Source: an optimization exercise on an open RTL-to-GDS flow (aim: small area, a short achievable clock period and few clock cycles per item). Production flows keep margins and buffers that such runs may drop. Only simulation tests tie the RTL to the original design; equivalence was not proved.

==> flow/design.v (excerpt) <==
module LCM #(
    parameter DATA_WIDTH = 16
)(
    input                       clk,
    input                       rst_n,
    input                       en,
    input  [DATA_WIDTH-1:0]     a,
    input  [DATA_WIDTH-1:0]     b,
    output                      valid,
    output [DATA_WIDTH*2-1:0]   gcd,
    output [DATA_WIDTH*2-1:0]   lcm
);
For scale: ~100 I/O pins.
==> flow/config.mk <==
export PLATFORM = sky130hd
export DESIGN_NAME = LCM
export DESIGN_NICKNAME = LCM
export VERILOG_FILES = /design/flow/design.v
export SDC_FILE = /design/flow/constraint.sdc
export NUM_CORES = 4
export LEC_CHECK = 0
export ABC_AREA = 1
export CAP_MARGIN = 5
export CORE_MARGIN = 2
export CORE_UTILIZATION = 60
export CTS_BUF_LIST = sky130_fd_sc_hd__clkbuf_8
export CTS_CLUSTER_SIZE = 12
export SLEW_MARGIN = 5
==> flow/constraint.sdc <==
create_clock -name core_clock -period 240.0 [get_ports {clk}]
set_input_delay 48.0000 -clock core_clock [delete_from_list [all_inputs] [get_ports {clk}]]
set_output_delay 48.0000 -clock core_clock [all_outputs]
set_load 0.01 [all_outputs]
standard.sh (not shown) runs the stock make flow with config.mk's settings and CLKGATE_MAP_FILE= SYNTH_SCRIPT=/design/flow/synth_recipe.tcl, a recipe that flattens the netlist after the stock synthesis.
==> flow/flow/run.sh <==
#!/bin/bash
# Own layout flow: the standard synthesis, then ABC maps the
# combinational logic again for area with a few scripts (registers and
# adder cells untouched) and keeps the smallest result, then the standard
# ORFS flow from floorplan to finish, with buf_1 port buffers.
# Each tool writes its full output to a log file here.
set -euo pipefail
HERE=$(pwd)
R=$HERE/orfs/results/$FLOW_PLATFORM/LCM/base
LIB=$FLOW_HOME/platforms/$FLOW_PLATFORM/lib/sky130_fd_sc_hd__tt_025C_1v80.lib

bash standard.sh synth > log_synth.txt 2>&1
cp "$R/1_2_yosys.v" "$HERE/std_synth.v"

# combinational cells as logic, for ABC to map again
python3 flow/genmap.py "$LIB" comb_map.v > log_genmap.txt 2>&1
DU=$(make -s -C "$FLOW_HOME" DESIGN_CONFIG="$HERE/config.mk" WORK_HOME="$HERE/orfs" print-DONT_USE_CELLS 2>/dev/null | sed -n 's/^DONT_USE_CELLS: //p')
DUARGS=""
for c in $DU; do DUARGS="$DUARGS -dont_use $c"; done

remap() {  # remap SCRIPT: writes remap_SCRIPT.v and remap_SCRIPT.area
  local s=$1
  cat > remap_$s.ys <<E2
read_liberty -lib $LIB
read_verilog $HERE/std_synth.v
hierarchy -top $FLOW_TOP
techmap -map $HERE/comb_map.v
techmap
opt -fast
abc -script $HERE/flow/$s.abc -liberty $LIB $DUARGS -D 240000
opt_clean -purge
hilomap -singleton -hicell sky130_fd_sc_hd__conb_1 HI -locell sky130_fd_sc_hd__conb_1 LO
splitnets
opt_clean -purge
tee -o $HERE/remap_$s.stat stat -liberty $LIB
check -assert -mapped
write_verilog -noattr -nohex -nodec $HERE/remap_$s.v
E2
  if yosys -s remap_$s.ys > log_remap_$s.txt 2>&1; then
    sed -n "s/.*Chip area for module '.$FLOW_TOP': *//p" remap_$s.stat > remap_$s.area
  fi
}
for s in a4 b1 b3 c4 c5; do remap $s & done
wait
best=""; besta=""
for s in a4 b1 b3 c4 c5; do
  [[ -s remap_$s.area ]] || continue
  a=$(cat remap_$s.area)
  if [[ -z "$best" ]] || awk -v a="$a" -v b="$besta" 'BEGIN{exit !(a<b)}'; then best=$s; besta=$a; fi
done
echo "best remap: $best $besta" | tee log_remap_choice.txt
if [[ -n "$best" ]]; then
  cp remap_$best.v "$R/1_2_yosys.v"
  touch "$R/1_2_yosys.v"
fi

export BUFFER_PORTS_ARGS="-buffer_cell sky130_fd_sc_hd__buf_1"
bash standard.sh finish > log_finish.txt 2>&1
Other scripts of this flow, unchanged in this note and not shown: flow/flow/a4.abc, flow/flow/b1.abc, flow/flow/b3.abc, flow/flow/c3.abc, flow/flow/c4.abc, flow/flow/c5.abc, flow/flow/genmap.py
Testbench counts at the start, summed over its fixed seeds: cycles 7,949, items 1,600.
Then changed:
- CTS_CLUSTER_SIZE: 12 -> default
Cell area is unchanged.
Die area is unchanged.
Synthesized area stays the same.
Maximum frequency is unchanged.
Wire length is unchanged.
Hold slack does not change.
Then changed:
- CTS_BUF_LIST: sky130_fd_sc_hd__clkbuf_8 -> default
What happened:
- count of clock-buffer cells in the layout stays the same
- design area goes up slightly
- synthesized area does not change
- routed wire length hardly moves
- hold slack got worse by 0.0051 ns

-- static timing again, ports no longer ideal --
The results above use ideal ports. As a check the final layouts listed here were re-extracted and re-timed, cells and wires unchanged.
Step 1: set_driving_cell puts a clkbuf_16 on clk and a buf_2 on each other input, an assumption about the parent block.
Step 2 also shifts input and output timing later by t, the mid clock arrival at the registers, as if the neighbouring blocks saw the same clock.
Three values: ideal, step 1, step 2; two values: the first two.
| run | shift t [ns] | setup WS [ns] | worst setup path at the end | clock arrival spread, ns | pins driven straight from the clock port |
|---|---|---|---|---|---|
| the first run | 0.454 | 190.849 / 190.804 / 191.257 | register to output | 0.025 / 0.025 | 1 |
| the second run | 0.454 | 190.849 / 190.804 / 191.257 | register to output | 0.025 / 0.025 | 1 |
| the third run | 0.414 | 190.920 / 190.868 / 191.282 | register to output | 0.014 / 0.014 | 1 |
After both steps setup and hold are still met in every run listed.
